Background: an optimization exercise with open tools, aiming at small area, a short achievable clock period and few clock cycles. Do not read the settings as production practice.
In this exercise RTL edits were held to simulation tests only and were not proved equivalent to the original.

==> flow/design.v <==
module k_rom (
    input  logic [5:0] kSel,
    output logic [31:0] kBus
);
    always_comb begin
        case (kSel)
                00: kBus = 32'h428a2f98;
                01: kBus = 32'h71374491;
                02: kBus = 32'hb5c0fbcf;
                03: kBus = 32'he9b5dba5;
                04: kBus = 32'h3956c25b;
                05: kBus = 32'h59f111f1;
                06: kBus = 32'h923f82a4;
                07: kBus = 32'hab1c5ed5;
                08: kBus = 32'hd807aa98;
                09: kBus = 32'h12835b01;
                10: kBus = 32'h243185be;
                11: kBus = 32'h550c7dc3;
                12: kBus = 32'h72be5d74;
                13: kBus = 32'h80deb1fe;
                14: kBus = 32'h9bdc06a7;
                15: kBus = 32'hc19bf174;
                16: kBus = 32'he49b69c1;
                17: kBus = 32'hefbe4786;
                18: kBus = 32'h0fc19dc6;
                19: kBus = 32'h240ca1cc;
                20: kBus = 32'h2de92c6f;
                21: kBus = 32'h4a7484aa;
                22: kBus = 32'h5cb0a9dc;
                23: kBus = 32'h76f988da;
                24: kBus = 32'h983e5152;
                25: kBus = 32'ha831c66d;
                26: kBus = 32'hb00327c8;
                27: kBus = 32'hbf597fc7;
                28: kBus = 32'hc6e00bf3;
                29: kBus = 32'hd5a79147;
                30: kBus = 32'h06ca6351;
                31: kBus = 32'h14292967;
                32: kBus = 32'h27b70a85;
                33: kBus = 32'h2e1b2138;
                34: kBus = 32'h4d2c6dfc;
                35: kBus = 32'h53380d13;
                36: kBus = 32'h650a7354;
                37: kBus = 32'h766a0abb;
                38: kBus = 32'h81c2c92e;
                39: kBus = 32'h92722c85;
                40: kBus = 32'ha2bfe8a1;
                41: kBus = 32'ha81a664b;
                42: kBus = 32'hc24b8b70;
                43: kBus = 32'hc76c51a3;
                44: kBus = 32'hd192e819;
                45: kBus = 32'hd6990624;
                46: kBus = 32'hf40e3585;
                47: kBus = 32'h106aa070;
                48: kBus = 32'h19a4c116;
                49: kBus = 32'h1e376c08;
                50: kBus = 32'h2748774c;
                51: kBus = 32'h34b0bcb5;
                52: kBus = 32'h391c0cb3;
                53: kBus = 32'h4ed8aa4a;
                54: kBus = 32'h5b9cca4f;
                55: kBus = 32'h682e6ff3;
                56: kBus = 32'h748f82ee;
                57: kBus = 32'h78a5636f;
                58: kBus = 32'h84c87814;
                59: kBus = 32'h8cc70208;
                60: kBus = 32'h90befffa;
                61: kBus = 32'ha4506ceb;
                62: kBus = 32'hbef9a3f7;
                63: kBus = 32'hc67178f2;
            default: kBus = 32'h00000000;
        endcase
    end
endmodule: k_rom
module sha256_reduced (
    input  logic        clk,
    input  logic        rst_n,
    input  logic        enable,
    input  logic [7:0]  data_in,
    input  logic        data_valid,
    input  logic        end_of_file,
    output logic        ready,
    output logic [31:0] hash_out,
    output logic        hash_valid
);
    localparam int FD = 13;    
    function automatic logic [31:0] rotr(input logic [31:0] x, input int n);
        rotr = (x >> n) | (x << (32 - n));
    endfunction
    function automatic logic [31:0] bsig0(input logic [31:0] x);
        bsig0 = rotr(x, 2) ^ rotr(x, 13) ^ rotr(x, 22);
    endfunction
    function automatic logic [31:0] bsig1(input logic [31:0] x);
        bsig1 = rotr(x, 6) ^ rotr(x, 11) ^ rotr(x, 25);
    endfunction
    function automatic logic [31:0] ssig0(input logic [31:0] x);
        ssig0 = rotr(x, 7) ^ rotr(x, 18) ^ (x >> 3);
    endfunction
    function automatic logic [31:0] ssig1(input logic [31:0] x);
        ssig1 = rotr(x, 17) ^ rotr(x, 19) ^ (x >> 10);
    endfunction
    logic        started;     
    logic        rx;          
    logic        eof_done;    
    logic        pad80;       
    logic [1:0]  bc;          
    logic [7:0]  nbytes;      
    logic [23:0] asm_q;
    assign ready = ~started;
    wire start  = ~started & data_valid & enable;
    wire byte_v = rx & data_valid;
    wire push   = byte_v & ((bc == 2'd3) | end_of_file);
    logic [31:0] wdata;
    always_comb begin
        case (bc)
            2'd0:    wdata = {data_in, 8'h80, 16'h0000};
            2'd1:    wdata = {asm_q[7:0], data_in, 8'h80, 8'h00};
            2'd2:    wdata = {asm_q[15:0], data_in, 8'h80};
            default: wdata = {asm_q, data_in};
        endcase
    end
    always_ff @(posedge clk) begin
        if (byte_v) asm_q <= {asm_q[15:0], data_in};
    end
    logic [FD-1:0][31:0] fq;
    logic [FD-1:0]       occ;      
    logic                fne;      
    logic                pop;
    always_ff @(posedge clk) begin
        if (push) fq <= {fq[FD-2:0], wdata};
    end
    logic [31:0] fhead;
    always_comb begin
        fhead = '0;
        for (int i = 0; i < FD; i++) fhead |= fq[i] & {32{occ[i]}};
    end
    always_ff @(posedge clk or negedge rst_n) begin
        if (!rst_n) begin
            occ <= '0;
            fne <= 1'b0;
        end else if (push & ~pop) begin
            occ <= {occ[FD-2:0], ~fne};
            fne <= 1'b1;
        end else if (pop & ~push) begin
            occ <= {1'b0, occ[FD-1:1]};
            fne <= ~occ[0];
        end
    end
    localparam logic [1:0] P_IDLE = 2'd0, P_RUN = 2'd1, P_OUT = 2'd2, P_DONE = 2'd3;
    logic [1:0]  ph;
    logic [6:0]  st;
    logic        zero_op;    
    logic        pad14;      
    logic        lastblk;    
    logic [31:0] a, b, c, d, e, f, g, h;
    logic [31:0] dl;         
    logic [3:0][31:0] xa, xe;   
    logic [15:0][31:0] w;
    logic [7:0]  osel;
    wire run     = (ph == P_RUN);
    wire srcm    = (st <= 7'd14) | (st == 7'd64);
    wire needm   = (st <= 7'd14) | ((st == 7'd64) & ~lastblk);
    wire adv     = run & ~(needm & ~fne & ~eof_done);
    wire ffstep  = adv & ((st >= 7'd62) | (st == 7'd0));
    wire bound   = (st == 7'd0);
    assign pop = adv & srcm & fne;
    logic [31:0] padword;
    always_comb begin
        if (pad80)                       padword = 32'h80000000;
        else if ((st == 7'd14) & pad14)  padword = {21'b0, nbytes, 3'b000};
        else                             padword = 32'h0;
    end
    wire [31:0] mval = fne ? fhead : padword;
    wire [31:0] wsch = ssig1(w[14]) + w[9] + ssig0(w[1]) + w[0];
    wire [31:0] wnew = srcm ? mval : wsch;
    logic [31:0] kbus;
    k_rom krom (.kSel(st[5:0]), .kBus(kbus));
    wire [31:0] ch  = (e & f) ^ (~e & g);
    wire [31:0] maj = (a & b) ^ (a & c) ^ (b & c);
    wire [31:0] t1  = dl + bsig1(e) + ch;
    wire [31:0] t2  = bsig0(a) + maj;
    wire [31:0] an  = t1 + t2;
    wire [31:0] en  = d + t1;
    wire [31:0] suma = xa[0] + (zero_op ? 32'h0 : a);
    wire [31:0] sume = xe[0] + (zero_op ? 32'h0 : e);
    wire [31:0] hsrc = bound ? xe[1] : g;
    always_ff @(posedge clk) begin
        if (adv) begin
            w  <= {wnew, w[15:1]};
            dl <= hsrc + kbus + w[15];
            if (bound) begin
                a <= suma;  b <= xa[3]; c <= xa[2]; d <= xa[1];
                e <= sume;  f <= xe[3]; g <= xe[2]; h <= xe[1];
            end else begin
                a <= an;    b <= a;     c <= b;     d <= c;
                e <= en;    f <= e;     g <= f;     h <= g;
            end
        end
    end
    always_ff @(posedge clk or negedge rst_n) begin
        if (!rst_n) begin
            xa <= {32'h3c6ef372, 32'ha54ff53a, 32'h6a09e667, 32'hbb67ae85};
            xe <= {32'h1f83d9ab, 32'h5be0cd19, 32'h510e527f, 32'h9b05688c};
        end else if (ffstep) begin
            xa <= {suma, xa[3:1]};
            xe <= {sume, xe[3:1]};
        end
    end
    always_ff @(posedge clk or negedge rst_n) begin
        if (!rst_n) begin
            started    <= 1'b0;
            rx         <= 1'b0;
            eof_done   <= 1'b0;
            pad80      <= 1'b0;
            bc         <= 2'd0;
            nbytes     <= 8'd0;
            ph         <= P_IDLE;
            st         <= 7'd0;
            zero_op    <= 1'b0;
            pad14      <= 1'b0;
            lastblk    <= 1'b0;
            osel       <= 8'd0;
            hash_valid <= 1'b0;
        end else begin
            if (start) begin
                started <= 1'b1;
                ph      <= P_RUN;
                st      <= 7'd64;
                zero_op <= 1'b1;
                if (end_of_file) begin
                    eof_done <= 1'b1;
                    pad80    <= 1'b1;
                end else begin
                    rx <= 1'b1;
                end
            end
            if (byte_v) begin
                bc     <= bc + 2'd1;
                nbytes <= nbytes + 8'd1;
                if (end_of_file) begin
                    rx       <= 1'b0;
                    eof_done <= 1'b1;
                    pad80    <= (bc == 2'd3);
                end
            end
            if (adv) begin
                st <= (st == 7'd64) ? 7'd0 : st + 7'd1;
                if (srcm & ~fne & pad80) pad80 <= 1'b0;
                if (st == 7'd13) pad14 <= ~fne & ~pad80;
                if ((st == 7'd14) & ~fne & pad14) lastblk <= 1'b1;
                if (bound) begin
                    zero_op <= 1'b0;
                    if (lastblk) begin
                        ph         <= P_OUT;
                        osel       <= 8'd1;
                        hash_valid <= 1'b1;
                    end
                end
            end
            if (ph == P_OUT) begin
                osel <= {osel[6:0], 1'b0};
                if (osel[7]) begin
                    ph         <= P_DONE;
                    hash_valid <= 1'b0;
                end
            end
        end
    end
    always_comb begin
        hash_out = ({32{osel[0]}} & a) | ({32{osel[1]}} & b) |
                   ({32{osel[2]}} & c) | ({32{osel[3]}} & d) |
                   ({32{osel[4]}} & e) | ({32{osel[5]}} & f) |
                   ({32{osel[6]}} & g) | ({32{osel[7]}} & h);
    end
endmodule
==> flow/run.sh <==
#!/bin/bash
# synth_recipe.tcl (not shown) runs the flow's synth.tcl, then flattens the netlist and writes it again
# the make line also repeats each setting of config.mk as NAME=value (left out here)
make -C /OpenROAD-flow-scripts/flow DESIGN_CONFIG=/design/flow/config.mk WORK_HOME=/design/flow/orfs CLKGATE_MAP_FILE= SYNTH_SCRIPT=/design/flow/synth_recipe.tcl finish
==> flow/config.mk <==
export PLATFORM = sky130hd
export DESIGN_NAME = sha256_reduced
export DESIGN_NICKNAME = sha256_reduced
export VERILOG_FILES = /design/flow/design.v
export SDC_FILE = /design/flow/constraint.sdc
export NUM_CORES = 8
export LEC_CHECK = 0
export CAP_MARGIN = 20
export CORE_MARGIN = 2
export CORE_UTILIZATION = 40
export SLEW_MARGIN = 20
export SYNTH_MEMORY_MAX_BITS = 4096
==> flow/constraint.sdc <==
create_clock -name core_clock -period 15.0 [get_ports {clk}]
set_input_delay 3.0000 -clock core_clock [delete_from_list [all_inputs] [get_ports {clk}]]
set_output_delay 3.0000 -clock core_clock [all_outputs]
set_load 0.01 [all_outputs]
==> reports/results.ini <==
[logic_synthesis]
synth-edff-count=1240
synth_seq_cells=1545
syn-cell-area_um2=77410
async_reset_ff_share_pct=19.74
syn_inst=6282
syn_nets=6693
synth.distinct_cells=91
synth_area_per_cell_um2=12.32
yosys_warnings=2
ys_seq_area_share_pct=58.18
synth.area.top_cells=edfxtp_1, dfrtp_1, dfstp_2
synth_top_cell_by_area=edfxtp_1
synth_flop_cell=edfxtp_1
synth_top_cell_area_share_pct=48.10

[worst_setup_path]
crit_path_start_kind=flip-flop
cp_cell_sequence=clkinv_1, ha_1, nand2_1, nor4_2, buf_4, buf_12, mux2i_1, fa_1, inv_1, ha_1, inv_1, fa_1, nor2b_1, o21ai_0, a21boi_0, o21a_1, a311oi_1, nor3_1, nor3_1, o41ai_1, a21oi_1, xnor2_1
slowest_delay_ps=690
critical-path-top-delay-family=adder cells
cp.required_ps=15600
arrival_ps=8350
critPathCaptureType=flip-flop
reg2reg_slack_ps=7250
crit_fanout=104
critPathBufInv=5
critPathSlowestCell=dfrtp_1
path_class=flip-flop to flip-flop

[timing]
setup-violations-final=0
worstMarginPinSlew_ps=1244
fmax_mhz=129.1
fin_crit_sh_pct=51.65
finalHoldViolCount=0
fin_crit_ps=7748
grt_setup_unrepaired=false
relSlewSlack_pct=16.18
fin_tns_setup_ps=0
drv_slew=0
skew_ps=62.67

[clock_network]
post_cts_buffers=0
clkTransAtPathRegs_ps=60
cts.sinks=1545
clock_latency_ps=860
hold_buffers=0
cts.path.max_buffers=3
cts_max_level=4
clock_tree.root_cell=clkbuf_16
cts_tree=done
cts.repair.resized=0
numCtsBuffers=166

[die]
core_um2=192400
die_y_um=443.9
row_count=161
die_width_um=443.9
die-area_um2=197100
start_util_pct=40.24
io_pins=47

[global_routing]
grt.overflow.total=0
antenna_found_initial=6
grt.total_usage_pct=22.87
grt_max_degree=195
grt_pass1_vias=48975
grt_pass1_wl_um=335200

[routing]
drtAntennaViolNets=0
drtPass1Iterations=6
totalWireLength_um=227700
vias_per_cell=5.716
routedWlPerCell_um=25.60
vias=50845
drc=0
drtIter0Drc=5890

[worst_hold_path]
hp-class=flip-flop to flip-flop

[layout]
final_nets=6637
finish.utilization_pct=44.69
synthToLayoutAreaGrowth_pct=11.06
drive_gt1_share_pct=12.09
fin_cells=8895

[status]
outcome=finished clean

[flow_run]
drv_cap=0

[placed_design]
dpl.cell_count=8584
io_buffers=46
dp_hpwl_um=159400
place.gp.congestion=0.9428

-- per-stage QoR --
step                setup WS (ps)  hold slack, ps  area (um^2)
floorplan                    2511           400.3        77420
detailed placement           7336           404.5        80340
global placement             7361           400.0        80340
global route                 6732           414.1        85970
CTS                          7339           403.8        85970
finish                       7252           398.5        85970
-- path summary, 6_finish.rpt --
check | start | end | depth (start not counted)
worst max register to register | st[0] | dl[31] | 22
max in group asynchronous | rst_n | xe[71] | 3
worst min-delay path | w[389] | w[357] | 0
worst max-delay path | st[0] | dl[31] | 22
worst min register to register | w[389] | w[357] | 0
min in group asynchronous | rst_n | xa[126] | 1
-- layer usage --
metal  wire length, um  up-vias  global-route usage, %
li1                  -    22696                      -
met4              5467        2                  5.954
met5                13        -                      0
met2            100600     2049                  34.16
met1            103200    25752                  34.12
met3             18390      346                  4.252
-- cell usage in the layout (no fill, tap or decap), drive strengths merged, types with 63 or more instances in the layout --
master,instances
a22oi,255
inv,418
fa,161
dfstp,136
nand2,782
buf,82
clkinv,63
mux2,250
nand3,111
nor2b,98
edfxtp,1240
clkbuf,219
ha,237
a21o,136
mux2i,67
xnor2,288
xor2,158
nor2,177
dfrtp,169
o21ai,307
a21oi,269
-- sequential cells by signal, indices dropped and copies added (netlist names), 13 cells and up, named ones only --
signal	cells
xa	128
asm_q	24
b	32
a	32
w	512
dl	32
e	32
c	32
xe	128
h	32
f	32
fq	416
d	32
occ	13
g	32
-- synthesized netlist by cell type (9+ instances only) --
| master | instances |
|---|---|
| edfxtp_1 | 1240 |
| nand2_1 | 782 |
| inv_1 | 407 |
| o21ai_0 | 300 |
| clkbuf_1 | 289 |
| xnor2_1 | 288 |
| a21oi_1 | 266 |
| a22oi_1 | 255 |
| mux2_2 | 250 |
| ha_1 | 237 |
| nor2_1 | 177 |
| dfrtp_1 | 169 |
| fa_1 | 161 |
| xor2_1 | 158 |
| a21o_1 | 136 |
| dfstp_2 | 136 |
| nand3_1 | 111 |
| nor2b_1 | 98 |
| mux2i_1 | 67 |
| nand4_1 | 57 |
| nor3_1 | 40 |
| a222oi_1 | 39 |
| nand2b_1 | 39 |
| o21a_1 | 39 |
| a31oi_1 | 37 |
| a221oi_1 | 33 |
| buf_1 | 31 |
| o211ai_1 | 31 |
| a211oi_1 | 28 |
| a22o_1 | 27 |
| and3_1 | 23 |
| o22ai_1 | 23 |
| and2_1 | 21 |
| o21bai_1 | 20 |
| or3_1 | 19 |
| o311ai_0 | 18 |
| buf_4 | 17 |
| o31ai_1 | 16 |
| buf_2 | 14 |
| or2_2 | 13 |
| a221o_1 | 10 |
| a31o_2 | 9 |
-- area by class of cell --
cell class	count	area, um^2
clock inverters	91	1171
diodes	1	2.502
inverters	412	1554
clock buffers	219	4454
flip-flops and latches	1545	45050
repair buffers	127	1124
multi-input cells	3974	29460
well taps	2526	3161
fillers	17412	106400
-- logic make-up (layout without fill, tap and decap cells) --
family / after synthesis / after routing / share of synthesized area, %
adder cells (fa/ha/maj): 400 / 400 / 8.020
other: 0 / 1 / 0
flip-flops: 1545 / 1545 / 58.18
multiplexers: 324 / 324 / 4.707
XOR/XNOR: 446 / 446 / 5.046
AO/OA/AOI/OAI: 1386 / 1386 / 12.03
buffers and inverters: 763 / 849 / 3.805
AND/OR/NAND/NOR: 1418 / 1418 / 8.214
Testbench counts, summed over its fixed seeds: cycles 20,321.

-- separate check: timing with driven ports --
The results above use ideal ports. As a check the final layout listed here was re-extracted and re-timed, cells and wires unchanged.
Step 1 sets driving cells, clkbuf_16 on the clock port and buf_2 on the other inputs (assumed; they add their load-dependent delay and slew).
Step 2, shift: input delay + t, output delay - t, t = (earliest + latest rising clock arrival at the registers) / 2. This alone moves slack from input paths to output paths.
Slacks: no drivers / after step 1 / after step 2; pairs: no drivers / after step 1.
shift t [ns]: 0.924
setup WS [ns]: 7.252 / 7.252 / 7.252
hold WS [ns]: 0.399 / 0.399 / 0.399
clock arrival spread, ns: 0.076 / 0.076
After both steps this run still meets setup and hold. For this run, drivers alone change the setup slack by 0.000 ns; drivers and shift together by 0.000 ns.
